Background: an optimization exercise with open tools, aiming at small area and a short achievable clock period. Do not read the settings as production practice. No functional check of the RTL was part of any run shown here.

==> flow/design.v (outline; a module is shown in full before it is edited, if it fits) <==
// module addmuladd_3_stage_signed_18_bit_xor_reduction: 1173 lines
module addmuladd_3_stage_signed_18_bit_xor_reduction(
	input signed [17:0] a,
	input signed [17:0] b,
	input signed [17:0] c,
	input signed [17:0] d,
	output [17:0] out,
	input clk);
  // ...
==> flow/flow/run.sh <==
#!/bin/bash
# The standard layout (standard.sh), with these changes:
#  - after the standard synthesis, inverters around full-adder cells are removed by
#    flipping the polarity of full adders (invopt.py); registers are not touched;
#  - ports are buffered with buf_1 cells (the resizer upsizes them where timing needs it);
#  - timing repair aims at a larger setup margin than the design's clock needs, so
#    the layout is optimised for the period it achieves.
set -euo pipefail
MARGIN=6.9
R=$PWD/orfs/results/sky130hd/addmuladd_3_stage_signed_18_bit_xor_reduction/base
bash standard.sh $R/1_2_yosys.v > synth.log 2>&1
cp $R/1_2_yosys.v $R/1_2_yosys_std.v
python3 flow/invopt2.py $R/1_2_yosys_std.v $R/1_2_yosys.v > invopt.log 2>&1
bash standard.sh SETUP_SLACK_MARGIN=$MARGIN "BUFFER_PORTS_ARGS=-buffer_cell sky130_fd_sc_hd__buf_1" finish > layout.log 2>&1
==> flow/flow/invopt2.py <==
#!/usr/bin/env python3
"""Global inverter minimisation around full adders in a flat Yosys netlist.

A full adder is self-dual: FA(~a, ~b, ~c) = (~sum, ~cout), so each sky130 fa cell may be
"flipped" (fed the complements of its inputs, giving the complements of its outputs)
without changing the function of the netlist. xor/xnor gates absorb an inverted input
by swapping xor <-> xnor, and an xor/xnor driver can give either polarity the same way.
This script removes every inverter, chooses the flips by local search to need as few
inverters as possible, and puts back one inverter per net that some load needs inverted.
Flip-flops and ports are not changed.
usage: invopt2.py IN.v OUT.v
"""
import re, sys, random

src = open(sys.argv[1]).read()
m_first = re.search(r'^\s*sky130_fd_sc_hd__\w+\s', src, re.M)
m_end = src.rfind('endmodule')
head = src[:m_first.start()]
cell_txt = src[m_first.start():m_end]
assert 'assign' not in cell_txt, 'assign statements are not handled'

cell_re = re.compile(r'(sky130_fd_sc_hd__\w+)\s+(\\\S+\s|\S+)\s*\((.*?)\);', re.S)
pin_re = re.compile(r'\.(\w+)\(\s*(\\\S+\s|[^()\s]+)\s*\)')
OUTPINS = {'X', 'Y', 'Q', 'Q_N', 'SUM', 'COUT', 'HI', 'LO'}

cells = {}
order = []
for m in cell_re.finditer(cell_txt):
    typ, name, body = m.group(1), m.group(2).strip(), m.group(3)
    cells[name] = [typ, {p: n.strip() for p, n in pin_re.findall(body)}]
    order.append(name)

ports_out = set()
for m in re.finditer(r'^\s*output\s+(\[(\d+):(\d+)\]\s*)?(\S+);', head, re.M):
    if m.group(1):
        hi, lo = int(m.group(2)), int(m.group(3))
        for i in range(min(hi, lo), max(hi, lo) + 1): ports_out.add(f"{m.group(4)}[{i}]")
    else:
        ports_out.add(m.group(4))

def kind(t):
    b = re.sub(r'^sky130_fd_sc_hd__', '', t)
    if re.match(r'(clk)?inv(lp)?_\d+$', b): return 'inv'
    if re.match(r'fa_\d+$', b): return 'fa'
    if re.match(r'x(n)?or[23]_\d+$', b): return 'xor'
    return 'other'

TOGGLE = {}
for k in ('2', '3'):
    for sz in ('1', '2', '4'):
        TOGGLE[f'sky130_fd_sc_hd__xor{k}_{sz}'] = f'sky130_fd_sc_hd__xnor{k}_{sz}'
        TOGGLE[f'sky130_fd_sc_hd__xnor{k}_{sz}'] = f'sky130_fd_sc_hd__xor{k}_{sz}'
def outpin(t): return 'Y' if re.match(r'sky130_fd_sc_hd__xnor2_', t) else 'X'

# inverters that drive ports stay as ordinary cells
invs = {n for n, (t, p) in cells.items() if kind(t) == 'inv' and p['Y'] not in ports_out}
for n, (t, p) in cells.items():
    if kind(t) == 'xor': assert t in TOGGLE, t
driver = {}
for n, (t, p) in cells.items():
    for pin, net in p.items():
        if pin in OUTPINS: driver[net] = (n, pin)

def resolve(net):
    par = 0
    while net in driver and driver[net][0] in invs:
        net = cells[driver[net][0]][1]['A']; par ^= 1
    return net, par

# sinks per root: (cell, pin, parity); ports as (None, net, parity)
sinks = {}
for n, (t, p) in cells.items():
    if n in invs: continue
    for pin, net in p.items():
        if pin in OUTPINS: continue
        r, q = resolve(net)
        sinks.setdefault(r, []).append((n, pin, q))
for net in ports_out:
    r, q = resolve(net)
    if r != net or net not in driver:
        sinks.setdefault(r, []).append((None, net, q))

fas = [n for n in order if kind(cells[n][0]) == 'fa']
pinned = set()
for f in fas:
    for pin in ('SUM', 'COUT'):
        if cells[f][1][pin] in ports_out: pinned.add(f)
phi = {f: 0 for f in fas}

def root_drv(r):
    d = driver.get(r)
    return d[0] if d else None

def root_cost(r):
    d = root_drv(r)
    pd = phi.get(d, 0) if d else 0
    s0 = s1 = False
    for (c, pin, q) in sinks.get(r, []):
        if c is not None and kind(cells[c][0]) == 'xor': continue
        need = q ^ (phi.get(c, 0) if c else 0) ^ pd
        if need: s1 = True
        else: s0 = True
    if d and kind(cells[d][0]) == 'xor' and r not in ports_out:
        return 1 if (s0 and s1) else 0
    return 1 if s1 else 0

roots = set(sinks)
fa_roots = {}
for f in fas:
    rs = set()
    t, p = cells[f]
    for pin, net in p.items():
        rs.add(resolve(net)[0] if pin not in OUTPINS else net)
    fa_roots[f] = [r for r in rs if r in roots]

def total():
    return sum(root_cost(r) for r in roots)

def delta(f):
    rs = fa_roots[f]
    b = sum(root_cost(r) for r in rs)
    phi[f] ^= 1
    a = sum(root_cost(r) for r in rs)
    phi[f] ^= 1
    return a - b

def descend():
    improved = True
    while improved:
        improved = False
        for f in fas:
            if f in pinned: continue
            if delta(f) < 0:
                phi[f] ^= 1; improved = True

before = len(invs)
descend()
best = dict(phi); best_cost = total()
rng = random.Random(1)
for it in range(60):
    phi.update(best)
    for f in rng.sample(fas, max(1, len(fas) // 10)):
        if f not in pinned: phi[f] ^= 1
    descend()
    c = total()
    if c < best_cost:
        best, best_cost = dict(phi), c
phi.update(best)

# rebuild
for n in invs: del cells[n]
new_wires = []
cnt = [0]
for r in sorted(roots):
    d = root_drv(r)
    pd = phi.get(d, 0) if d else 0
    need = []
    for (c, pin, q) in sinks[r]:
        nd = q ^ (phi.get(c, 0) if c else 0) ^ pd
        need.append((c, pin, nd))
    nonx = [x for x in need if x[0] is None or kind(cells[x[0]][0]) != 'xor']
    if d and kind(cells[d][0]) == 'xor' and r not in ports_out and nonx and all(x[2] for x in nonx):
        # give the inverted polarity at the driver
        t = cells[d][0]; o = outpin(t)
        cells[d][0] = TOGGLE[t]; del cells[d][1][o]; cells[d][1][outpin(cells[d][0])] = r
        need = [(c, pin, nd ^ 1) for (c, pin, nd) in need]
    rn = None
    for (c, pin, nd) in need:
        if c is not None and kind(cells[c][0]) == 'xor':
            cells[c][1][pin] = r
            if nd:
                t = cells[c][0]; o = outpin(t); on = cells[c][1].pop(o)
                cells[c][0] = TOGGLE[t]; cells[c][1][outpin(cells[c][0])] = on
            continue
        if c is None:
            # output port: its net must carry the value
            if nd == 0 and pin == r: continue
            cnt[0] += 1
            if nd:
                cells[f"_invopt_cell_{cnt[0]}_"] = ['sky130_fd_sc_hd__inv_1', {'A': r, 'Y': pin}]
            else:
                cells[f"_invopt_cell_{cnt[0]}_"] = ['sky130_fd_sc_hd__buf_1', {'A': r, 'X': pin}]
            order.append(f"_invopt_cell_{cnt[0]}_")
            continue
        if nd:
            if rn is None:
                cnt[0] += 1
                rn = f"_invopt_n{cnt[0]}_"
                new_wires.append(rn)
                cells[f"_invopt_cell_{cnt[0]}_"] = ['sky130_fd_sc_hd__inv_1', {'A': r, 'Y': rn}]
                order.append(f"_invopt_cell_{cnt[0]}_")
            cells[c][1][pin] = rn
        else:
            cells[c][1][pin] = r
after = sum(1 for t, p in cells.values() if kind(t) == 'inv')
sys.stderr.write(f"invopt2: inverters {before} -> {after} (flipped {sum(phi.values())} of {len(fas)} full adders)\n")

def fmt(n): return n + ' ' if n.startswith('\\') else n
out = [head.rstrip('\n') + '\n']
for w in new_wires: out.append(f"  wire {w};\n")
for name in order:
    if name not in cells: continue
    typ, pins = cells[name]
    pl = ",\n".join(f"    .{p}({fmt(n)})" for p, n in pins.items())
    out.append(f"  {typ} {fmt(name)} (\n{pl}\n  );\n")
out.append("endmodule\n")
open(sys.argv[2], 'w').write(''.join(out))
==> flow/standard.sh <==
#!/bin/bash
# synth_recipe.tcl (not shown) runs the flow's synth.tcl, then flattens the netlist and writes it again
# the make line also repeats each setting of config.mk as NAME=value (left out here)
make -C /OpenROAD-flow-scripts/flow DESIGN_CONFIG=/design/flow/config.mk WORK_HOME=/design/flow/orfs CLKGATE_MAP_FILE= SYNTH_SCRIPT=/design/flow/synth_recipe.tcl "${@:-finish}"
==> flow/config.mk <==
export PLATFORM = sky130hd
export DESIGN_NAME = addmuladd_3_stage_signed_18_bit_xor_reduction
export DESIGN_NICKNAME = addmuladd_3_stage_signed_18_bit_xor_reduction
export VERILOG_FILES = /design/flow/design.v
export SDC_FILE = /design/flow/constraint.sdc
export NUM_CORES = 4
export LEC_CHECK = 0
export ABC_AREA = 1
export CAP_MARGIN = 20
export CORE_MARGIN = 2
export CORE_UTILIZATION = 40
export CTS_BUF_LIST = sky130_fd_sc_hd__clkbuf_4 sky130_fd_sc_hd__clkbuf_8
export SLEW_MARGIN = 20
==> flow/constraint.sdc <==
create_clock -name core_clock -period 10.0 [get_ports {clk}]
set_input_delay 2.0000 -clock core_clock [delete_from_list [all_inputs] [get_ports {clk}]]
set_output_delay 2.0000 -clock core_clock [all_outputs]
set_load 0.01 [all_outputs]
==> results.ini, run 1 <==
[outcome]
status = no timing/DRC/antenna violations

[critical_path]
path_cells = fa_1 -> fa_1 -> ha_4 -> nand2_4 -> nor2_4 -> inv_2 -> nor2_2 -> nand2_2 -> nand2_2 -> nand2_1 -> nand3_1 -> nand2_1 -> inv_1 -> nand2_1 -> nand2_1 -> nand3_1 -> nand2_2 -> inv_2 -> nand2_2 -> nand2_1 -> nand2_1 -> nand2_1
critPathLaunch = q_r[42]
critPathLaunchType = flop
setup.worst_path.end = par_r[1]
r2r-start = q_r[42]
rrSetupSlack_ps = 6780
path_common_cell = nand2_1
ff2ff_path_depth = 22
cpMaxStageDelayCell = fa_1

[drt]
via_per_inst = 5.15
dr_wl_met3_mm = 2.75
drc = 0
ant_nets = 0
wl_met2_mm = 16.5
highest_layer = met4
wl_mm = 36.9

[finish]
ff_latch_area_sq_um = 3190
drive_gt1_share_pct = 18.1
seq_area_share_pct = 20.2
syn2layout_area_growth_pct = 15.8
stdcell_count = 2145
layout_commonest_cell = nand2_1
filler_cell_count = 3288
regMostFlops = q_r
seq_cells = 156
largest_class = multi-input gates

[timing]
setup_tns_ps = 0
max_freq_mhz = 310

[placed_design]
hpwlAfterDp_mm = 26.9

[floorplan]
die_w_um = 189
taps = 448

[hold_path]
hold_path_startpoint = c_r[1]

[global_routing]
grt-busiest-layer = met2
grt_use_total_pct = 21.2

[flow_run]
maxCapViolCount = 0

[synthesis]
ys_warn_count = 1

[clock_tree]
cts_tree = built

==> run 2, diff against run 1 <==
--- a/flow/design.v
+++ b/flow/design.v
@@ -8,25 +8,33 @@
 	wire [8:0] one, two, neg;
 	wire [18:0] bx = {b, 1'b0};
 	genvar gj;
 	generate for (gj = 0; gj < 9; gj = gj + 1) begin : enc
 		assign one[gj] = bx[2*gj+1] ^ bx[2*gj];
 		assign two[gj] = (bx[2*gj+2] & ~bx[2*gj+1] & ~bx[2*gj]) | (~bx[2*gj+2] & bx[2*gj+1] & bx[2*gj]);
 		assign neg[gj] = bx[2*gj+2];
 	end endgenerate
+	wire [18:0] s = {d[17], d} + {a[17], a};
+	wire [3:0] p8;
+	assign p8[0] = (one[8] & s[0]) ^ neg[8];
+	generate for (gj = 1; gj < 4; gj = gj + 1) begin : r8
+		assign p8[gj] = ((one[8] & s[gj]) | (two[8] & s[gj-1])) ^ neg[8];
+	end endgenerate
+	reg [3:0] p8_r;
 	reg [18:0] sn_r;
 	reg [8:0] onen_r, twon_r, neg_r;
 	reg [17:0] c_r;
 	always @(posedge clk) begin
-		sn_r <= ~({d[17], d} + {a[17], a});
+		sn_r <= ~s;
 		onen_r <= ~one;
 		twon_r <= ~two;
 		neg_r <= neg;
 		c_r <= c;
+		p8_r <= p8;
 	end
 	wire pp0_0;
 	wire pp0_1;
 	wire pp0_2;
 	wire pp0_3;
 	wire pp0_4;
 	wire pp0_5;
 	wire pp0_6;
@@ -178,20 +186,16 @@
 	wire pp7_12;
 	wire pp7_13;
 	wire pp7_14;
 	wire pp7_15;
 	wire pp7_16;
 	wire pp7_17;
 	wire pp7_18;
 	wire pp7_19;
-	wire pp8_0;
-	wire pp8_1;
-	wire pp8_2;
-	wire pp8_3;
 	wire pp8_4;
 	wire pp8_5;
 	wire pp8_6;
 	wire pp8_7;
 	wire pp8_8;
 	wire pp8_9;
 	wire pp8_10;
 	wire pp8_11;
@@ -540,17 +544,17 @@
 	wire fs335;
 	wire fc336;
 	wire hs337;
 	wire hc338;
 	wire fs339;
 	wire fc340;
 	wire hs341;
 	wire hc342;
-	reg [89:0] q_r;
+	reg [91:0] q_r;
 	wire q0 = q_r[0];
 	wire q1 = q_r[1];
 	wire q2 = q_r[2];
 	wire q3 = q_r[3];
 	wire q4 = q_r[4];
 	wire q5 = q_r[5];
 	wire q6 = q_r[6];
 	wire q7 = q_r[7];
@@ -631,16 +635,18 @@
 	wire q82 = q_r[82];
 	wire q83 = q_r[83];
 	wire q84 = q_r[84];
 	wire q85 = q_r[85];
 	wire q86 = q_r[86];
 	wire q87 = q_r[87];
 	wire q88 = q_r[88];
 	wire q89 = q_r[89];
+	wire q90 = q_r[90];
+	wire q91 = q_r[91];
 	assign pp0_0 = ((~(onen_r[0] | sn_r[0])) ^ neg_r[0]);
 	assign pp0_1 = ((~((onen_r[0] | sn_r[1]) & (twon_r[0] | sn_r[0]))) ^ neg_r[0]);
 	assign pp0_2 = ((~((onen_r[0] | sn_r[2]) & (twon_r[0] | sn_r[1]))) ^ neg_r[0]);
 	assign pp0_3 = ((~((onen_r[0] | sn_r[3]) & (twon_r[0] | sn_r[2]))) ^ neg_r[0]);
 	assign pp0_4 = ((~((onen_r[0] | sn_r[4]) & (twon_r[0] | sn_r[3]))) ^ neg_r[0]);
 	assign pp0_5 = ((~((onen_r[0] | sn_r[5]) & (twon_r[0] | sn_r[4]))) ^ neg_r[0]);
 	assign pp0_6 = ((~((onen_r[0] | sn_r[6]) & (twon_r[0] | sn_r[5]))) ^ neg_r[0]);
 	assign pp0_7 = ((~((onen_r[0] | sn_r[7]) & (twon_r[0] | sn_r[6]))) ^ neg_r[0]);
@@ -791,20 +797,16 @@
 	assign pp7_12 = ((~((onen_r[7] | sn_r[12]) & (twon_r[7] | sn_r[11]))) ^ neg_r[7]);
 	assign pp7_13 = ((~((onen_r[7] | sn_r[13]) & (twon_r[7] | sn_r[12]))) ^ neg_r[7]);
 	assign pp7_14 = ((~((onen_r[7] | sn_r[14]) & (twon_r[7] | sn_r[13]))) ^ neg_r[7]);
 	assign pp7_15 = ((~((onen_r[7] | sn_r[15]) & (twon_r[7] | sn_r[14]))) ^ neg_r[7]);
 	assign pp7_16 = ((~((onen_r[7] | sn_r[16]) & (twon_r[7] | sn_r[15]))) ^ neg_r[7]);
 	assign pp7_17 = ((~((onen_r[7] | sn_r[17]) & (twon_r[7] | sn_r[16]))) ^ neg_r[7]);
 	assign pp7_18 = ((~((onen_r[7] | sn_r[18]) & (twon_r[7] | sn_r[17]))) ^ neg_r[7]);
 	assign pp7_19 = ~((~((onen_r[7] | sn_r[18]) & (twon_r[7] | sn_r[18]))) ^ neg_r[7]);
-	assign pp8_0 = ((~(onen_r[8] | sn_r[0])) ^ neg_r[8]);
-	assign pp8_1 = ((~((onen_r[8] | sn_r[1]) & (twon_r[8] | sn_r[0]))) ^ neg_r[8]);
-	assign pp8_2 = ((~((onen_r[8] | sn_r[2]) & (twon_r[8] | sn_r[1]))) ^ neg_r[8]);
-	assign pp8_3 = ((~((onen_r[8] | sn_r[3]) & (twon_r[8] | sn_r[2]))) ^ neg_r[8]);
 	assign pp8_4 = ((~((onen_r[8] | sn_r[4]) & (twon_r[8] | sn_r[3]))) ^ neg_r[8]);
 	assign pp8_5 = ((~((onen_r[8] | sn_r[5]) & (twon_r[8] | sn_r[4]))) ^ neg_r[8]);
 	assign pp8_6 = ((~((onen_r[8] | sn_r[6]) & (twon_r[8] | sn_r[5]))) ^ neg_r[8]);
 	assign pp8_7 = ((~((onen_r[8] | sn_r[7]) & (twon_r[8] | sn_r[6]))) ^ neg_r[8]);
 	assign pp8_8 = ((~((onen_r[8] | sn_r[8]) & (twon_r[8] | sn_r[7]))) ^ neg_r[8]);
 	assign pp8_9 = ((~((onen_r[8] | sn_r[9]) & (twon_r[8] | sn_r[8]))) ^ neg_r[8]);
 	assign pp8_10 = ((~((onen_r[8] | sn_r[10]) & (twon_r[8] | sn_r[9]))) ^ neg_r[8]);
 	assign pp8_11 = ((~((onen_r[8] | sn_r[11]) & (twon_r[8] | sn_r[10]))) ^ neg_r[8]);
@@ -859,52 +861,52 @@
 	assign fs41 = c_r[8] ^ neg_r[4] ^ pp0_8;
 	assign fc42 = (c_r[8] & neg_r[4]) | (c_r[8] & pp0_8) | (neg_r[4] & pp0_8);
 	assign fs43 = pp1_6 ^ pp2_4 ^ pp3_2;
 	assign fc44 = (pp1_6 & pp2_4) | (pp1_6 & pp3_2) | (pp2_4 & pp3_2);
 	assign fs45 = pp4_0 ^ fc34 ^ fs41;
 	assign fc46 = (pp4_0 & fc34) | (pp4_0 & fs41) | (fc34 & fs41);
 	assign fs47 = fs43 ^ fc36 ^ fs45;
 	assign fc48 = (fs43 & fc36) | (fs43 & fs45) | (fc36 & fs45);
-	assign hs49 = fc38 ^ hc40;
-	assign hc50 = fc38 & hc40;
+	assign hs49 = q16 ^ q17;
+	assign hc50 = q16 & q17;
 	assign fs51 = c_r[9] ^ pp0_9 ^ pp1_7;
 	assign fc52 = (c_r[9] & pp0_9) | (c_r[9] & pp1_7) | (pp0_9 & pp1_7);
 	assign fs53 = pp2_5 ^ pp3_3 ^ pp4_1;
 	assign fc54 = (pp2_5 & pp3_3) | (pp2_5 & pp4_1) | (pp3_3 & pp4_1);
 	assign fs55 = fc42 ^ fc44 ^ fs51;
 	assign fc56 = (fc42 & fc44) | (fc42 & fs51) | (fc44 & fs51);
 	assign fs57 = fs53 ^ fc46 ^ fs55;
 	assign fc58 = (fs53 & fc46) | (fs53 & fs55) | (fc46 & fs55);
-	assign hs59 = fc48 ^ fs57;
-	assign hc60 = fc48 & fs57;
+	assign hs59 = q19 ^ q20;
+	assign hc60 = q19 & q20;
 	assign fs61 = c_r[10] ^ neg_r[5] ^ pp0_10;
 	assign fc62 = (c_r[10] & neg_r[5]) | (c_r[10] & pp0_10) | (neg_r[5] & pp0_10);
 	assign fs63 = pp1_8 ^ pp2_6 ^ pp3_4;
 	assign fc64 = (pp1_8 & pp2_6) | (pp1_8 & pp3_4) | (pp2_6 & pp3_4);
 	assign fs65 = pp4_2 ^ pp5_0 ^ fc52;
 	assign fc66 = (pp4_2 & pp5_0) | (pp4_2 & fc52) | (pp5_0 & fc52);
 	assign fs67 = fc54 ^ fs61 ^ fs63;
 	assign fc68 = (fc54 & fs61) | (fc54 & fs63) | (fs61 & fs63);
 	assign fs69 = fc56 ^ fs65 ^ fs67;
 	assign fc70 = (fc56 & fs65) | (fc56 & fs67) | (fs65 & fs67);
-	assign hs71 = fc58 ^ fs69;
-	assign hc72 = fc58 & fs69;
+	assign hs71 = q21 ^ q22;
+	assign hc72 = q21 & q22;
 	assign fs73 = c_r[11] ^ pp0_11 ^ pp1_9;
 	assign fc74 = (c_r[11] & pp0_11) | (c_r[11] & pp1_9) | (pp0_11 & pp1_9);
 	assign fs75 = pp2_7 ^ pp3_5 ^ pp4_3;
 	assign fc76 = (pp2_7 & pp3_5) | (pp2_7 & pp4_3) | (pp3_5 & pp4_3);
 	assign fs77 = pp5_1 ^ fc62 ^ fc64;
 	assign fc78 = (pp5_1 & fc62) | (pp5_1 & fc64) | (fc62 & fc64);
 	assign fs79 = fs73 ^ fs75 ^ fc66;
 	assign fc80 = (fs73 & fs75) | (fs73 & fc66) | (fs75 & fc66);
-	assign fs81 = q22 ^ q23 ^ q24;
-	assign fc82 = (q22 & q23) | (q22 & q24) | (q23 & q24);
-	assign hs83 = q25 ^ q26;
-	assign hc84 = q25 & q26;
+	assign fs81 = q23 ^ q24 ^ q25;
+	assign fc82 = (q23 & q24) | (q23 & q25) | (q24 & q25);
+	assign hs83 = q26 ^ hc72;
+	assign hc84 = q26 & hc72;
 	assign fs85 = c_r[12] ^ neg_r[6] ^ pp0_12;
 	assign fc86 = (c_r[12] & neg_r[6]) | (c_r[12] & pp0_12) | (neg_r[6] & pp0_12);
 	assign fs87 = pp1_10 ^ pp2_8 ^ pp3_6;
 	assign fc88 = (pp1_10 & pp2_8) | (pp1_10 & pp3_6) | (pp2_8 & pp3_6);
 	assign fs89 = pp4_4 ^ pp5_2 ^ pp6_0;
 	assign fc90 = (pp4_4 & pp5_2) | (pp4_4 & pp6_0) | (pp5_2 & pp6_0);
 	assign fs91 = fc74 ^ fc76 ^ fs85;
 	assign fc92 = (fc74 & fc76) | (fc74 & fs85) | (fc76 & fs85);
@@ -955,82 +957,82 @@
 	assign fs137 = fs129 ^ fs131 ^ fs133;
 	assign fc138 = (fs129 & fs131) | (fs129 & fs133) | (fs131 & fs133);
 	assign fs139 = fc120 ^ fc122 ^ fs135;
 	assign fc140 = (fc120 & fc122) | (fc120 & fs135) | (fc122 & fs135);
 	assign fs141 = q36 ^ q37 ^ q38;
 	assign fc142 = (q36 & q37) | (q36 & q38) | (q37 & q38);
 	assign hs143 = fc126 ^ fs141;
 	assign hc144 = fc126 & fs141;
-	assign fs145 = c_r[16] ^ neg_r[8] ^ pp0_16;
-	assign fc146 = (c_r[16] & neg_r[8]) | (c_r[16] & pp0_16) | (neg_r[8] & pp0_16);
-	assign fs147 = pp1_14 ^ pp2_12 ^ pp3_10;
-	assign fc148 = (pp1_14 & pp2_12) | (pp1_14 & pp3_10) | (pp2_12 & pp3_10);
-	assign fs149 = pp4_8 ^ pp5_6 ^ pp6_4;
-	assign fc150 = (pp4_8 & pp5_6) | (pp4_8 & pp6_4) | (pp5_6 & pp6_4);
-	assign fs151 = pp7_2 ^ pp8_0 ^ fc130;
-	assign fc152 = (pp7_2 & pp8_0) | (pp7_2 & fc130) | (pp8_0 & fc130);
-	assign fs153 = fc132 ^ fc134 ^ fs145;
-	assign fc154 = (fc132 & fc134) | (fc132 & fs145) | (fc134 & fs145);
-	assign fs155 = fs147 ^ fs149 ^ fc136;
-	assign fc156 = (fs147 & fs149) | (fs147 & fc136) | (fs149 & fc136);
-	assign fs157 = fc138 ^ fs151 ^ fs153;
-	assign fc158 = (fc138 & fs151) | (fc138 & fs153) | (fs151 & fs153);
+	assign fs145 = c_r[16] ^ p8_r[0] ^ neg_r[8];
+	assign fc146 = (c_r[16] & p8_r[0]) | (c_r[16] & neg_r[8]) | (p8_r[0] & neg_r[8]);
+	assign fs147 = pp0_16 ^ pp1_14 ^ pp2_12;
+	assign fc148 = (pp0_16 & pp1_14) | (pp0_16 & pp2_12) | (pp1_14 & pp2_12);
+	assign fs149 = pp3_10 ^ pp4_8 ^ pp5_6;
+	assign fc150 = (pp3_10 & pp4_8) | (pp3_10 & pp5_6) | (pp4_8 & pp5_6);
+	assign fs151 = pp6_4 ^ pp7_2 ^ fs145;
+	assign fc152 = (pp6_4 & pp7_2) | (pp6_4 & fs145) | (pp7_2 & fs145);
+	assign fs153 = fc130 ^ fc132 ^ fc134;
+	assign fc154 = (fc130 & fc132) | (fc130 & fc134) | (fc132 & fc134);
+	assign fs155 = fs147 ^ fs149 ^ fs151;
+	assign fc156 = (fs147 & fs149) | (fs147 & fs151) | (fs149 & fs151);
+	assign fs157 = fc136 ^ fc138 ^ fs153;
+	assign fc158 = (fc136 & fc138) | (fc136 & fs153) | (fc138 & fs153);
 	assign fs159 = q39 ^ q40 ^ q41;
 	assign fc160 = (q39 & q40) | (q39 & q41) | (q40 & q41);
 	assign hs161 = fc142 ^ fs159;
 	assign hc162 = fc142 & fs159;
-	assign fs163 = ~(~c_r[17] ^ pp0_17);
-	assign fc164 = ~c_r[17] | pp0_17;
-	assign fs165 = pp1_15 ^ pp2_13 ^ pp3_11;
-	assign fc166 = (pp1_15 & pp2_13) | (pp1_15 & pp3_11) | (pp2_13 & pp3_11);
-	assign fs167 = pp4_9 ^ pp5_7 ^ pp6_5;
-	assign fc168 = (pp4_9 & pp5_7) | (pp4_9 & pp6_5) | (pp5_7 & pp6_5);
-	assign fs169 = pp7_3 ^ pp8_1 ^ fs163;
-	assign fc170 = (pp7_3 & pp8_1) | (pp7_3 & fs163) | (pp8_1 & fs163);
-	assign fs171 = fc146 ^ fc148 ^ fc150;
-	assign fc172 = (fc146 & fc148) | (fc146 & fc150) | (fc148 & fc150);
-	assign fs173 = fs165 ^ fs167 ^ fs169;
-	assign fc174 = (fs165 & fs167) | (fs165 & fs169) | (fs167 & fs169);
-	assign fs175 = fc152 ^ fc154 ^ fs171;
-	assign fc176 = (fc152 & fc154) | (fc152 & fs171) | (fc154 & fs171);
+	assign fs163 = ~(~c_r[17] ^ p8_r[1]);
+	assign fc164 = ~c_r[17] | p8_r[1];
+	assign fs165 = fs163 ^ fc146 ^ pp0_17;
+	assign fc166 = (fs163 & fc146) | (fs163 & pp0_17) | (fc146 & pp0_17);
+	assign fs167 = pp1_15 ^ pp2_13 ^ pp3_11;
+	assign fc168 = (pp1_15 & pp2_13) | (pp1_15 & pp3_11) | (pp2_13 & pp3_11);
+	assign fs169 = pp4_9 ^ pp5_7 ^ pp6_5;
+	assign fc170 = (pp4_9 & pp5_7) | (pp4_9 & pp6_5) | (pp5_7 & pp6_5);
+	assign fs171 = pp7_3 ^ fc148 ^ fc150;
+	assign fc172 = (pp7_3 & fc148) | (pp7_3 & fc150) | (fc148 & fc150);
+	assign fs173 = fc152 ^ fs165 ^ fs167;
+	assign fc174 = (fc152 & fs165) | (fc152 & fs167) | (fs165 & fs167);
+	assign fs175 = fs169 ^ fc154 ^ fs171;
+	assign fc176 = (fs169 & fc154) | (fs169 & fs171) | (fc154 & fs171);
 	assign fs177 = q42 ^ q43 ^ q44;
 	assign fc178 = (q42 & q43) | (q42 & q44) | (q43 & q44);
 	assign fs179 = q45 ^ fc160 ^ fs177;
 	assign fc180 = (q45 & fc160) | (q45 & fs177) | (fc160 & fs177);
-	assign fs181 = ~(pp0_18 ^ pp1_16);
-	assign fc182 = pp0_18 | pp1_16;
-	assign fs183 = pp2_14 ^ pp3_12 ^ pp4_10;
-	assign fc184 = (pp2_14 & pp3_12) | (pp2_14 & pp4_10) | (pp3_12 & pp4_10);
-	assign fs185 = pp5_8 ^ pp6_6 ^ pp7_4;
-	assign fc186 = (pp5_8 & pp6_6) | (pp5_8 & pp7_4) | (pp6_6 & pp7_4);
-	assign fs187 = pp8_2 ^ fc164 ^ fs181;
-	assign fc188 = (pp8_2 & fc164) | (pp8_2 & fs181) | (fc164 & fs181);
-	assign fs189 = fc166 ^ fc168 ^ fs183;
-	assign fc190 = (fc166 & fc168) | (fc166 & fs183) | (fc168 & fs183);
-	assign fs191 = fs185 ^ fc170 ^ fs187;
-	assign fc192 = (fs185 & fc170) | (fs185 & fs187) | (fc170 & fs187);
-	assign fs193 = fc172 ^ fs189 ^ fc174;
-	assign fc194 = (fc172 & fs189) | (fc172 & fc174) | (fs189 & fc174);
+	assign fs181 = ~(p8_r[2] ^ fc164);
+	assign fc182 = p8_r[2] | fc164;
+	assign fs183 = fs181 ^ pp0_18 ^ pp1_16;
+	assign fc184 = (fs181 & pp0_18) | (fs181 & pp1_16) | (pp0_18 & pp1_16);
+	assign fs185 = pp2_14 ^ pp3_12 ^ pp4_10;
+	assign fc186 = (pp2_14 & pp3_12) | (pp2_14 & pp4_10) | (pp3_12 & pp4_10);
+	assign fs187 = pp5_8 ^ pp6_6 ^ pp7_4;
+	assign fc188 = (pp5_8 & pp6_6) | (pp5_8 & pp7_4) | (pp6_6 & pp7_4);
+	assign fs189 = fc166 ^ fc168 ^ fc170;
+	assign fc190 = (fc166 & fc168) | (fc166 & fc170) | (fc168 & fc170);
+	assign fs191 = fs183 ^ fs185 ^ fs187;
+	assign fc192 = (fs183 & fs185) | (fs183 & fs187) | (fs185 & fs187);
+	assign fs193 = fc172 ^ fc174 ^ fs189;
+	assign fc194 = (fc172 & fc174) | (fc172 & fs189) | (fc174 & fs189);
 	assign fs195 = q46 ^ q47 ^ q48;
 	assign fc196 = (q46 & q47) | (q46 & q48) | (q47 & q48);
 	assign hs197 = fc178 ^ fs195;
 	assign hc198 = fc178 & fs195;
-	assign fs199 = pp0_19 ^ pp1_17 ^ pp2_15;
-	assign fc200 = (pp0_19 & pp1_17) | (pp0_19 & pp2_15) | (pp1_17 & pp2_15);
-	assign fs201 = pp3_13 ^ pp4_11 ^ pp5_9;
-	assign fc202 = (pp3_13 & pp4_11) | (pp3_13 & pp5_9) | (pp4_11 & pp5_9);
-	assign fs203 = pp6_7 ^ pp7_5 ^ pp8_3;
-	assign fc204 = (pp6_7 & pp7_5) | (pp6_7 & pp8_3) | (pp7_5 & pp8_3);
-	assign fs205 = fc182 ^ fc184 ^ fc186;
-	assign fc206 = (fc182 & fc184) | (fc182 & fc186) | (fc184 & fc186);
-	assign fs207 = fs199 ^ fs201 ^ fs203;
-	assign fc208 = (fs199 & fs201) | (fs199 & fs203) | (fs201 & fs203);
-	assign fs209 = fc188 ^ fc190 ^ fs205;
-	assign fc210 = (fc188 & fc190) | (fc188 & fs205) | (fc190 & fs205);
+	assign fs199 = p8_r[3] ^ fc182 ^ pp0_19;
+	assign fc200 = (p8_r[3] & fc182) | (p8_r[3] & pp0_19) | (fc182 & pp0_19);
+	assign fs201 = pp1_17 ^ pp2_15 ^ pp3_13;
+	assign fc202 = (pp1_17 & pp2_15) | (pp1_17 & pp3_13) | (pp2_15 & pp3_13);
+	assign fs203 = pp4_11 ^ pp5_9 ^ pp6_7;
+	assign fc204 = (pp4_11 & pp5_9) | (pp4_11 & pp6_7) | (pp5_9 & pp6_7);
+	assign fs205 = pp7_5 ^ fc184 ^ fc186;
+	assign fc206 = (pp7_5 & fc184) | (pp7_5 & fc186) | (fc184 & fc186);
+	assign fs207 = fc188 ^ fs199 ^ fs201;
+	assign fc208 = (fc188 & fs199) | (fc188 & fs201) | (fs199 & fs201);
+	assign fs209 = fs203 ^ fc190 ^ fc192;
+	assign fc210 = (fs203 & fc190) | (fs203 & fc192) | (fc190 & fc192);
 	assign fs211 = q49 ^ q50 ^ q51;
 	assign fc212 = (q49 & q50) | (q49 & q51) | (q50 & q51);
 	assign fs213 = q52 ^ fc196 ^ fs211;
 	assign fc214 = (q52 & fc196) | (q52 & fs211) | (fc196 & fs211);
 	assign fs215 = ~(pp1_18 ^ pp2_16);
 	assign fc216 = pp1_18 | pp2_16;
 	assign fs217 = pp3_14 ^ pp4_12 ^ pp5_10;
 	assign fc218 = (pp3_14 & pp4_12) | (pp3_14 & pp5_10) | (pp4_12 & pp5_10);
@@ -1077,74 +1079,74 @@
 	assign fs259 = pp2_19 ^ pp3_17 ^ pp4_15;
 	assign fc260 = (pp2_19 & pp3_17) | (pp2_19 & pp4_15) | (pp3_17 & pp4_15);
 	assign fs261 = pp5_13 ^ pp6_11 ^ pp7_9;
 	assign fc262 = (pp5_13 & pp6_11) | (pp5_13 & pp7_9) | (pp6_11 & pp7_9);
 	assign fs263 = pp8_7 ^ fc246 ^ fc248;
 	assign fc264 = (pp8_7 & fc246) | (pp8_7 & fc248) | (fc246 & fc248);
 	assign fs265 = fs259 ^ fs261 ^ fc250;
 	assign fc266 = (fs259 & fs261) | (fs259 & fc250) | (fs261 & fc250);
-	assign fs267 = fc252 ^ fs263 ^ fs265;
-	assign fc268 = (fc252 & fs263) | (fc252 & fs265) | (fs263 & fs265);
-	assign fs269 = q63 ^ q64 ^ fc256;
-	assign fc270 = (q63 & q64) | (q63 & fc256) | (q64 & fc256);
+	assign fs267 = q63 ^ q64 ^ q65;
+	assign fc268 = (q63 & q64) | (q63 & q65) | (q64 & q65);
+	assign fs269 = q66 ^ fc256 ^ fs267;
+	assign fc270 = (q66 & fc256) | (q66 & fs267) | (fc256 & fs267);
 	assign fs271 = ~(pp3_18 ^ pp4_16);
 	assign fc272 = pp3_18 | pp4_16;
 	assign fs273 = pp5_14 ^ pp6_12 ^ pp7_10;
 	assign fc274 = (pp5_14 & pp6_12) | (pp5_14 & pp7_10) | (pp6_12 & pp7_10);
 	assign fs275 = pp8_8 ^ fs271 ^ fc260;
 	assign fc276 = (pp8_8 & fs271) | (pp8_8 & fc260) | (fs271 & fc260);
 	assign fs277 = fc262 ^ fs273 ^ fc264;
 	assign fc278 = (fc262 & fs273) | (fc262 & fc264) | (fs273 & fc264);
-	assign fs279 = q65 ^ q66 ^ q67;
-	assign fc280 = (q65 & q66) | (q65 & q67) | (q66 & q67);
-	assign hs281 = q68 ^ fs279;
-	assign hc282 = q68 & fs279;
+	assign fs279 = q67 ^ q68 ^ q69;
+	assign fc280 = (q67 & q68) | (q67 & q69) | (q68 & q69);
+	assign hs281 = fc268 ^ fs279;
+	assign hc282 = fc268 & fs279;
 	assign fs283 = pp3_19 ^ pp4_17 ^ pp5_15;
 	assign fc284 = (pp3_19 & pp4_17) | (pp3_19 & pp5_15) | (pp4_17 & pp5_15);
 	assign fs285 = pp6_13 ^ pp7_11 ^ pp8_9;
 	assign fc286 = (pp6_13 & pp7_11) | (pp6_13 & pp8_9) | (pp7_11 & pp8_9);
 	assign fs287 = fc272 ^ fc274 ^ fs283;
 	assign fc288 = (fc272 & fc274) | (fc272 & fs283) | (fc274 & fs283);
 	assign fs289 = fs285 ^ fc276 ^ fs287;
 	assign fc290 = (fs285 & fc276) | (fs285 & fs287) | (fc276 & fs287);
-	assign fs291 = q69 ^ q70 ^ fc280;
-	assign fc292 = (q69 & q70) | (q69 & fc280) | (q70 & fc280);
+	assign fs291 = q70 ^ q71 ^ fc280;
+	assign fc292 = (q70 & q71) | (q70 & fc280) | (q71 & fc280);
 	assign fs293 = ~(pp4_18 ^ pp5_16);
 	assign fc294 = pp4_18 | pp5_16;
 	assign fs295 = pp6_14 ^ pp7_12 ^ pp8_10;
 	assign fc296 = (pp6_14 & pp7_12) | (pp6_14 & pp8_10) | (pp7_12 & pp8_10);
 	assign fs297 = fs293 ^ fc284 ^ fc286;
 	assign fc298 = (fs293 & fc284) | (fs293 & fc286) | (fc284 & fc286);
 	assign fs299 = fs295 ^ fc288 ^ fs297;
 	assign fc300 = (fs295 & fc288) | (fs295 & fs297) | (fc288 & fs297);
-	assign hs301 = fc290 ^ fs299;
-	assign hc302 = fc290 & fs299;
+	assign hs301 = q72 ^ q73;
+	assign hc302 = q72 & q73;
 	assign fs303 = pp4_19 ^ pp5_17 ^ pp6_15;
 	assign fc304 = (pp4_19 & pp5_17) | (pp4_19 & pp6_15) | (pp5_17 & pp6_15);
 	assign fs305 = pp7_13 ^ pp8_11 ^ fc294;
 	assign fc306 = (pp7_13 & pp8_11) | (pp7_13 & fc294) | (pp8_11 & fc294);
 	assign fs307 = fc296 ^ fs303 ^ fs305;
 	assign fc308 = (fc296 & fs303) | (fc296 & fs305) | (fs303 & fs305);
-	assign fs309 = q72 ^ q73 ^ q74;
-	assign fc310 = (q72 & q73) | (q72 & q74) | (q73 & q74);
+	assign fs309 = q74 ^ q75 ^ q76;
+	assign fc310 = (q74 & q75) | (q74 & q76) | (q75 & q76);
 	assign fs311 = ~(pp5_18 ^ pp6_16);
 	assign fc312 = pp5_18 | pp6_16;
 	assign fs313 = pp7_14 ^ pp8_12 ^ fs311;
 	assign fc314 = (pp7_14 & pp8_12) | (pp7_14 & fs311) | (pp8_12 & fs311);
 	assign fs315 = fc304 ^ fc306 ^ fs313;
 	assign fc316 = (fc304 & fc306) | (fc304 & fs313) | (fc306 & fs313);
 	assign hs317 = fc308 ^ fs315;
 	assign hc318 = fc308 & fs315;
 	assign fs319 = pp5_19 ^ pp6_17 ^ pp7_15;
 	assign fc320 = (pp5_19 & pp6_17) | (pp5_19 & pp7_15) | (pp6_17 & pp7_15);
 	assign fs321 = pp8_13 ^ fc312 ^ fs319;
 	assign fc322 = (pp8_13 & fc312) | (pp8_13 & fs319) | (fc312 & fs319);
-	assign fs323 = fc314 ^ fs321 ^ fc316;
-	assign fc324 = (fc314 & fs321) | (fc314 & fc316) | (fs321 & fc316);
+	assign fs323 = q78 ^ q79 ^ q80;
+	assign fc324 = (q78 & q79) | (q78 & q80) | (q79 & q80);
 	assign fs325 = ~(pp6_18 ^ pp7_16);
 	assign fc326 = pp6_18 | pp7_16;
 	assign fs327 = pp8_14 ^ fs325 ^ fc320;
 	assign fc328 = (pp8_14 & fs325) | (pp8_14 & fc320) | (fs325 & fc320);
 	assign hs329 = fc322 ^ fs327;
 	assign hc330 = fc322 & fs327;
 	assign fs331 = pp6_19 ^ pp7_17 ^ pp8_15;
 	assign fc332 = (pp6_19 & pp7_17) | (pp6_19 & pp8_15) | (pp7_17 & pp8_15);
@@ -1154,20 +1156,20 @@
 	assign fc336 = pp7_18 | pp8_16;
 	assign hs337 = fs335 ^ fc332;
 	assign hc338 = fs335 & fc332;
 	assign fs339 = pp7_19 ^ pp8_17 ^ fc336;
 	assign fc340 = (pp7_19 & pp8_17) | (pp7_19 & fc336) | (pp8_17 & fc336);
 	assign hs341 = pp8_18 ^ fc340;
 	assign hc342 = pp8_18 & fc340;
 	always @(posedge clk) begin
-		q_r <= {hc342, pp8_19, hs341, fs339, hc338, hs337, fc334, fs333, hc330, hs329, fc324, fs323, hc318, hs317, hc302, fc300, fs307, fc298, hs301, fs289, fc278, fc268, fs277, fc266, fs275, fs267, fc254, fs253, fc240, fs251, fs239, fc226, fs237, fc224, fs225, fc210, fs223, fc194, fs209, fc192, fs207, fs193, fc176, fs191, fs175, fc158, fs173, fc156, fs157, fs155, fc140, fs139, fc124, fs137, fs123, fc108, fs121, fs107, fc94, fs105, fs93, fc80, fs91, hc72, fc70, fs79, fs77, fc68, hs71, hc60, hs59, hc50, hs49, fs47, hs39, fs37, hs31, fs29, hs23, fs21, hs17, fs15, hs11, fs9, hs7, fs5, hs3, pp0_1, hs1, pp0_0};
+		q_r <= {hc342, pp8_19, hs341, fs339, hc338, hs337, fc334, fs333, hc330, hs329, hc318, fc316, fs321, fc314, hs317, fc300, fs307, fc298, fs299, fc290, fs289, fc278, fs277, fc266, fs275, fc254, fs265, fs263, fc252, fs253, fc240, fs251, fs239, fc226, fs237, fc224, fs225, fc210, fs223, fs209, fc194, fs207, fs205, fs193, fc176, fs191, fs175, fc158, fs173, fc156, fs157, fc140, fs155, fs139, fc124, fs137, fs123, fc108, fs121, fs107, fc94, fs105, fs93, fc80, fs91, fc70, fs79, fs77, fc68, fs69, fc58, fs57, fc48, fs47, hc40, fc38, hs39, fs37, hs31, fs29, hs23, fs21, hs17, fs15, hs11, fs9, hs7, fs5, hs3, pp0_1, hs1, pp0_0};
 	end
-	wire [35:0] x = {q88, 1'b1, q85, q83, q81, q79, q77, fc310, q75, fc292, hc282, fc270, hc258, fc244, hc230, fc214, hc198, fc180, hc162, hc144, hc128, hc112, hc98, fs95, fs81, q20, q18, q16, q14, q12, q10, q8, q6, q4, q2, q0};
-	wire [35:0] y = {q89, q87, q86, q84, q82, q80, q78, q76, fs309, q71, fs291, hs281, fs269, hs257, fs243, hs229, fs213, hs197, fs179, hs161, hs143, hs127, hs111, hs97, hs83, q21, q19, q17, q15, q13, q11, q9, q7, q5, q3, q1};
+	wire [35:0] x = {q90, 1'b1, q87, q85, q83, fc324, q81, fc310, hc302, fc292, hc282, fc270, hc258, fc244, hc230, fc214, hc198, fc180, hc162, hc144, hc128, hc112, hc98, fs95, fs81, hc60, hc50, q18, q14, q12, q10, q8, q6, q4, q2, q0};
+	wire [35:0] y = {q91, q89, q88, q86, q84, q82, fs323, q77, fs309, hs301, fs291, hs281, fs269, hs257, fs243, hs229, fs213, hs197, fs179, hs161, hs143, hs127, hs111, hs97, hs83, hs71, hs59, hs49, q15, q13, q11, q9, q7, q5, q3, q1};
 	wire [35:0] r = x + y;
 	reg [1:0] par_r;
 	always @(posedge clk) begin
 		par_r[0] <= ^r[17:0];
 		par_r[1] <= ^r[35:18];
 	end
 	assign out = {17'd0, ^par_r};
 endmodule
==> flow/flow/run.sh (replaced) <==
#!/bin/bash
# The standard layout (standard.sh), with these changes:
#  - after the standard synthesis, inverters around full-adder cells are removed by
#    flipping the polarity of full adders (invopt2.py); registers are not touched;
#  - ports are buffered with buf_1 cells (the resizer upsizes them where timing needs it);
#  - timing repair aims at a larger setup margin than the design's clock needs, so
#    the layout is optimised for the period it achieves.
set -euo pipefail
MARGIN=7.0
R=$PWD/orfs/results/sky130hd/addmuladd_3_stage_signed_18_bit_xor_reduction/base
bash standard.sh $R/1_2_yosys.v > synth.log 2>&1
cp $R/1_2_yosys.v $R/1_2_yosys_std.v
python3 flow/invopt2.py $R/1_2_yosys_std.v $R/1_2_yosys.v > invopt.log 2>&1
bash standard.sh SETUP_SLACK_MARGIN=$MARGIN "BUFFER_PORTS_ARGS=-buffer_cell sky130_fd_sc_hd__buf_1" finish > layout.log 2>&1
==> run 2 against run 1 <==
Clock-buffer cell count decreased by 2. Non-clock buffer count is the same. Critical path depth fell by 10. Routed wire length rose by 1.9%. Setup slack got worse by 88 ps. Critical endpoint is now sn_r[18]. Largest cell class unchanged.
==> results.ini, run 2 <==
[outcome]
status = no timing/DRC/antenna violations

[placed_design]
place_area_sq_um = 14400
gp_congestion = 0.899
dp.cells = 2070
hpwlAfterDp_mm = 27.2  ; +0.94%
io_buffers = 73

[finish]
top_regs = q_r (92), sn_r (19), c_r (18)
filler_cell_count = 3238  ; -1.5%
nets = 1979
stdcell_count = 2142  ; -0.14%
antenna_cells = 0
regMostFlops = q_r
layout_commonest_cell = nand2_1
fin_area_sq_um = 15900
syn2layout_area_growth_pct = 15.4
largest_reg_flops = 92
final_cell_mix = 248 x nand2_1, 161 x o22ai_1, 156 x inv_1
drive_gt1_share_pct = 16.6  ; -1.4 points

[global_routing]
overflow = 0
grt_pass1_wl_mm = 59.9
grt_max_degree = 22
grt_use_total_pct = 21.1  ; -0.062 points
grt_pass1_vias = 11437
antenna_found_initial = 0

[critical_path]
arrival_ps = 3680
ff2ff_path_depth = 21  ; -4.5%
path_class = in2reg
worstPathRequired_ps = 10370
path_buf_inv = 1
cp_max_fo = 2
max_stage_delay_ps = 350
crit_family = compound AO/OA/AOI/OAI gates
cpMaxStageDelayCell = fa_2
end_kind = flop
rrSetupSlack_ps = 6780  ; about the same
r2r-start = q_r[42]
r2r-end = par_r[1]
path_cells = buf_6 -> ha_4 -> fa_2 -> a21oi_2 -> o21bai_2 -> a21oi_2 -> o21ai_2 -> nand3_2 -> a31oi_4 -> nand4_1 -> nand3_2 -> xnor2_1
critPathLaunchType = input pin

[timing]
tightest_slew_ps = 902
relSlewSlack_pct = 39.8
setup_tns_ps = 0  ; unchanged
hold_viol_final = 0
rsz0062_at_grt = true
layout_min_cycle_time_ps = 3310
setup_viol = 0
whs_ps = 476
finalCritPeriodShare_pct = 33.1
max_freq_mhz = 302  ; -2.7%
clock_skew_ps = 13.5
drv_slew = 0

[clock_tree]
clockBufferDepth = 2
clkTransAtPathRegs_ps = 110
clkLatencyLatePin_ps = 480
clockRootBuffer = clkbuf_8
h-tree-depth = 4
cts-buffers-inserted = 17
cts.sinks = 162
hold_buffers = 0
cts_tree = built

[floorplan]
rows = 67
die-area_sq_um = 35900
core_area_sq_um = 33700
fp.dieH_um = 190
initial_core_util_pct = 40.9
die_w_um = 190  ; +0.53%
io_pins = 91

[hold_path]
whs_endpoint = q_r[1]
min_path_cells = 1
worstHoldPathType = reg2reg
hold_path_startpoint = c_r[0]

[drt]
ant_nets = 0  ; unchanged
first_iter_violations = 1119
drt_pass1_iterations = 5
num_vias = 11241
wl_per_cell_um = 17.6
drc = 0  ; unchanged
via_per_inst = 5.25  ; +1.9%
wl_mm = 37.6  ; +1.9%

[flow_run]
maxCapViolCount = 0  ; unchanged

[synthesis]
syn_avg_cell_area_sq_um = 8.44
ys_warn_count = 1  ; unchanged
syn_inst = 1631
netlist_area_sq_um = 13800

==> run 2: worst max-delay path by stage <==
| stage | depth (start not counted) | to | startpoint | slack, ps |
|---|---|---|---|---|
| 3_3_place_gp | 12 | sn_r[18] | a[0] | 6200 |
| 4_1_cts | 12 | sn_r[18] | a[0] | 6760 |
| 2_1_floorplan | 11 | sn_r[18] | a[0] | 6460 |
| 6_report | 12 | sn_r[18] | a[0] | 6690 |
| 5_1_grt | 20 | par_r[1] | q_r[56] | 6580 |
| 3_5_place_dp | 12 | sn_r[18] | a[0] | 6140 |
==> run 2: area by class of cell <==
class | instances | area, sq um | share of cell area, %
well taps | 448 | 561 | 3.53
clock inverters | 15 | 201 | 1.27
multi-input cells | 1210 | 10200 | 64.4
flip-flops and latches | 162 | 3290 | 20.7
inverters | 167 | 644 | 4.06
repair buffers | 123 | 727 | 4.57
clock buffers | 17 | 234 | 1.47
==> run 2: layer usage <==
metal / global-route usage, % / routed length [um] / up-vias
met3: 3.62 / 2730 / 125
met2: 34.5 / 17500 / 511
li1: - / - / 5347
met5: 0 / 0 / -
met4: 8.83 / 1450 / 0
met1: 27.7 / 15900 / 5258
==> run 2: what timing repair did <==
item                                    4_1_cts  5_1_grt
resized for setup                            82      107
endpoints found under the setup margin       43       39
pin swaps                                    34       52
buffers inserted                             20       20
==> run 2: per-stage QoR <==
stage | util (%) | setup slack, ps
finish | 47.2 | 6690
global route | 47.2 | 6580
CTS | 45.6 | 6760
detailed placement | 42.8 | 6140
global placement | 42.8 | 6200
floorplan | - | 6460
==> run 3, diff against run 2 <==
--- a/flow/flow/run.sh
+++ b/flow/flow/run.sh
@@ -6,7 +6,7 @@
 #  - timing repair aims at a larger setup margin than the design's clock needs, so
 #    the layout is optimised for the period it achieves.
 set -euo pipefail
-MARGIN=7.0
+MARGIN=6.8
 R=$PWD/orfs/results/sky130hd/addmuladd_3_stage_signed_18_bit_xor_reduction/base
 bash standard.sh $R/1_2_yosys.v > synth.log 2>&1
 cp $R/1_2_yosys.v $R/1_2_yosys_std.v
==> run 3 against run 2 <==
Critical path depth fell by 1. Synthesized cell count did not move. Still clean. Via count fell by 1.2%. Routed wire length fell by 0.75%. Maximum frequency rose by 1.9%. Non-clock buffer count fell by 25.
==> results.ini, run 3 <==
[outcome]
status = no timing/DRC/antenna violations

[drt]
first_iter_violations = 1129  ; +0.89%
drc = 0  ; unchanged
wl_per_cell_um = 17.6  ; +0.42%
num_vias = 11105  ; -1.2%
drt_pass1_iterations = 5  ; unchanged
wl_mm = 37.3  ; -0.75%
ant_nets = 0  ; unchanged
via_per_inst = 5.25  ; about the same

[timing]
setup_viol = 0  ; unchanged
tightest_slew_ps = 1050  ; +147 ps
clock_skew_ps = 21.7  ; +8.22 ps
setup_ws_ps = 6750  ; +60.9 ps
drv_slew = 0  ; unchanged
rsz0062_at_grt = true
hold_viol_final = 0  ; unchanged
layout_min_cycle_time_ps = 3250  ; -60.9 ps
max_freq_mhz = 308  ; +1.9%
relSlewSlack_pct = 29.9  ; -9.8 points
finalCritPeriodShare_pct = 32.5  ; -0.61 points
setup_tns_ps = 0  ; unchanged

[critical_path]
r2r-end = par_r[1]
end_kind = flop
r2r-start = q_r[44]
cp_max_fo = 3  ; +1
rrSetupSlack_ps = 6790  ; about the same
max_stage_delay_ps = 340  ; about the same
path_buf_inv = 3  ; +2
path_class = in2reg
ff2ff_path_depth = 19  ; -9.5%
cpMaxStageDelayCell = fa_2
worstPathRequired_ps = 10420  ; +50 ps
arrival_ps = 3670  ; about the same
path_cells = clkbuf_2 -> ha_4 -> fa_2 -> a21oi_2 -> o21bai_2 -> buf_4 -> buf_4 -> a21oi_1 -> nor2_1 -> nor2_1 -> xor2_1
crit_family = adder cells
critPathLaunchType = input pin

[global_routing]
grt_max_degree = 22  ; unchanged
grt-busiest-layer = met2
grt_pass1_wl_mm = 58.4  ; -2.5%
overflow = 0  ; unchanged
grt_pass1_vias = 10979  ; -4.0%
use_met1_pct = 27.2  ; -0.49 points
met2_usage_pct = 35.4  ; +0.90 points
antenna_found_initial = 0  ; unchanged
grt_use_total_pct = 20.9  ; -0.23 points
met3_usage_pct = 3.08  ; -0.53 points

[synthesis]
netlist_area_sq_um = 13800  ; unchanged
syn_avg_cell_area_sq_um = 8.44  ; unchanged
ys_warn_count = 1  ; unchanged
syn_inst = 1631  ; unchanged

[floorplan]
initial_core_util_pct = 40.9  ; unchanged
core_area_sq_um = 33700  ; unchanged
die_w_um = 190  ; unchanged
fp.dieH_um = 190  ; unchanged
io_pins = 91  ; unchanged
die-area_sq_um = 35900  ; unchanged
rows = 67  ; unchanged

[clock_tree]
h-tree-depth = 4  ; unchanged
cts_tree = built
cts-buffers-inserted = 17  ; unchanged
clockBufferDepth = 2  ; unchanged
clkTransAtPathRegs_ps = 110  ; about the same
cts.sinks = 162  ; unchanged
clockRootBuffer = clkbuf_8
clkLatencyLatePin_ps = 490  ; about the same

[finish]
syn2layout_area_growth_pct = 11.1
multi_input_area_sq_um = 9940  ; -2.9%
stdcell_count = 2117  ; -1.2%
largest_reg_flops = 92  ; unchanged
filler_cell_count = 3373  ; +4.2%
layout_commonest_cell = nand2_1
regMostFlops = q_r
top_regs = q_r (92), sn_r (19), c_r (18)
drive_gt1_share_pct = 11.1  ; -5.6 points
ff_latch_area_sq_um = 3250  ; -1.2%
antenna_cells = 0  ; unchanged
nets = 1954  ; -1.3%
final_cell_mix = 258 x nand2_1, 163 x inv_1, 162 x o22ai_1

[placed_design]
io_buffers = 73  ; unchanged
dp.cells = 2069  ; -0.048%
post-place-ws_ps = 6170  ; +27.8 ps
gp_congestion = 0.902  ; +0.41%
hpwlAfterDp_mm = 27.3  ; +0.62%

[hold_path]
min_path_cells = 1  ; unchanged
hold_path_startpoint = c_r[0]
whs_endpoint = q_r[1]
worstHoldPathType = reg2reg

[flow_run]
maxCapViolCount = 0  ; unchanged

run 3: final cells by class:
class / count / area share [%]
clock inverters: 15 / 1.25
clock buffers: 17 / 1.53
inverters: 167 / 4.11
flip-flops and latches: 162 / 21.2
multi-input cells: 1210 / 65.0
well taps: 448 / 3.66
repair buffers: 98 / 3.22
run 3: how the worst max path moves through the flow:
stage	from	end	cells after the start
2_1_floorplan	a[0]	sn_r[18]	11
3_3_place_gp	a[0]	sn_r[18]	12
3_5_place_dp	a[0]	sn_r[18]	12
4_1_cts	q_r[56]	par_r[1]	20
5_1_grt	q_r[56]	par_r[1]	20
6_report	a[0]	sn_r[6]	11
run 3: routing by layer:
metal | vias up | share of wire (%)
met5 | - | 0
met4 | 0 | 3.0
li1 | 5290 | -
met3 | 105 | 6.3
met2 | 471 | 47
met1 | 5239 | 43
run 3: timing repair:
action,CTS,global route
setup endpoints to repair,22,8
gates resized for setup,12,98
setup buffers,7,9
hold buffers,0,0
pin swaps,5,33
run 3: metrics by stage:
stage / area [sq um] / hold WS, ps / utilization, %
2_1_floorplan: 13900 / 420 / -
3_5_place_dp: 14300 / 459 / 42.4
4_1_cts: 14800 / 489 / 44.0
3_3_place_gp: 14300 / 451 / 42.4
5_1_grt: 15300 / 499 / 45.4
6_report: 15300 / 472 / 45.4

-- re-timing with driven ports --
The results above use ideal ports. As a check the final layouts listed here were re-extracted and re-timed, cells and wires unchanged. Step 1 sets driving cells, clkbuf_16 on the clock port and buf_2 on the other inputs (assumed; they add their load-dependent delay and slew). Step 2, shift: input delay + t, output delay - t, t = (earliest + latest rising clock arrival at the registers) / 2. This alone moves slack from input paths to output paths. Slacks: no drivers / after step 1 / after step 2; pairs: no drivers / after step 1.
| run | t (ns) | setup slack, ns | slew at the worst register clock pin (ns) |
|---|---|---|---|
| run 1 | 0.505 | 6.777 / 6.777 / 6.311 | 0.10 / 0.10 |
| run 2 | 0.514 | 6.689 / 6.697 / 6.182 | 0.11 / 0.11 |
| run 3 | 0.525 | 6.749 / 6.769 / 6.244 | 0.11 / 0.11 |
After both steps setup and hold are still met in every run listed. For run 2, which loses most, drivers alone change the setup slack by +0.008 ns; drivers and shift together by -0.507 ns.
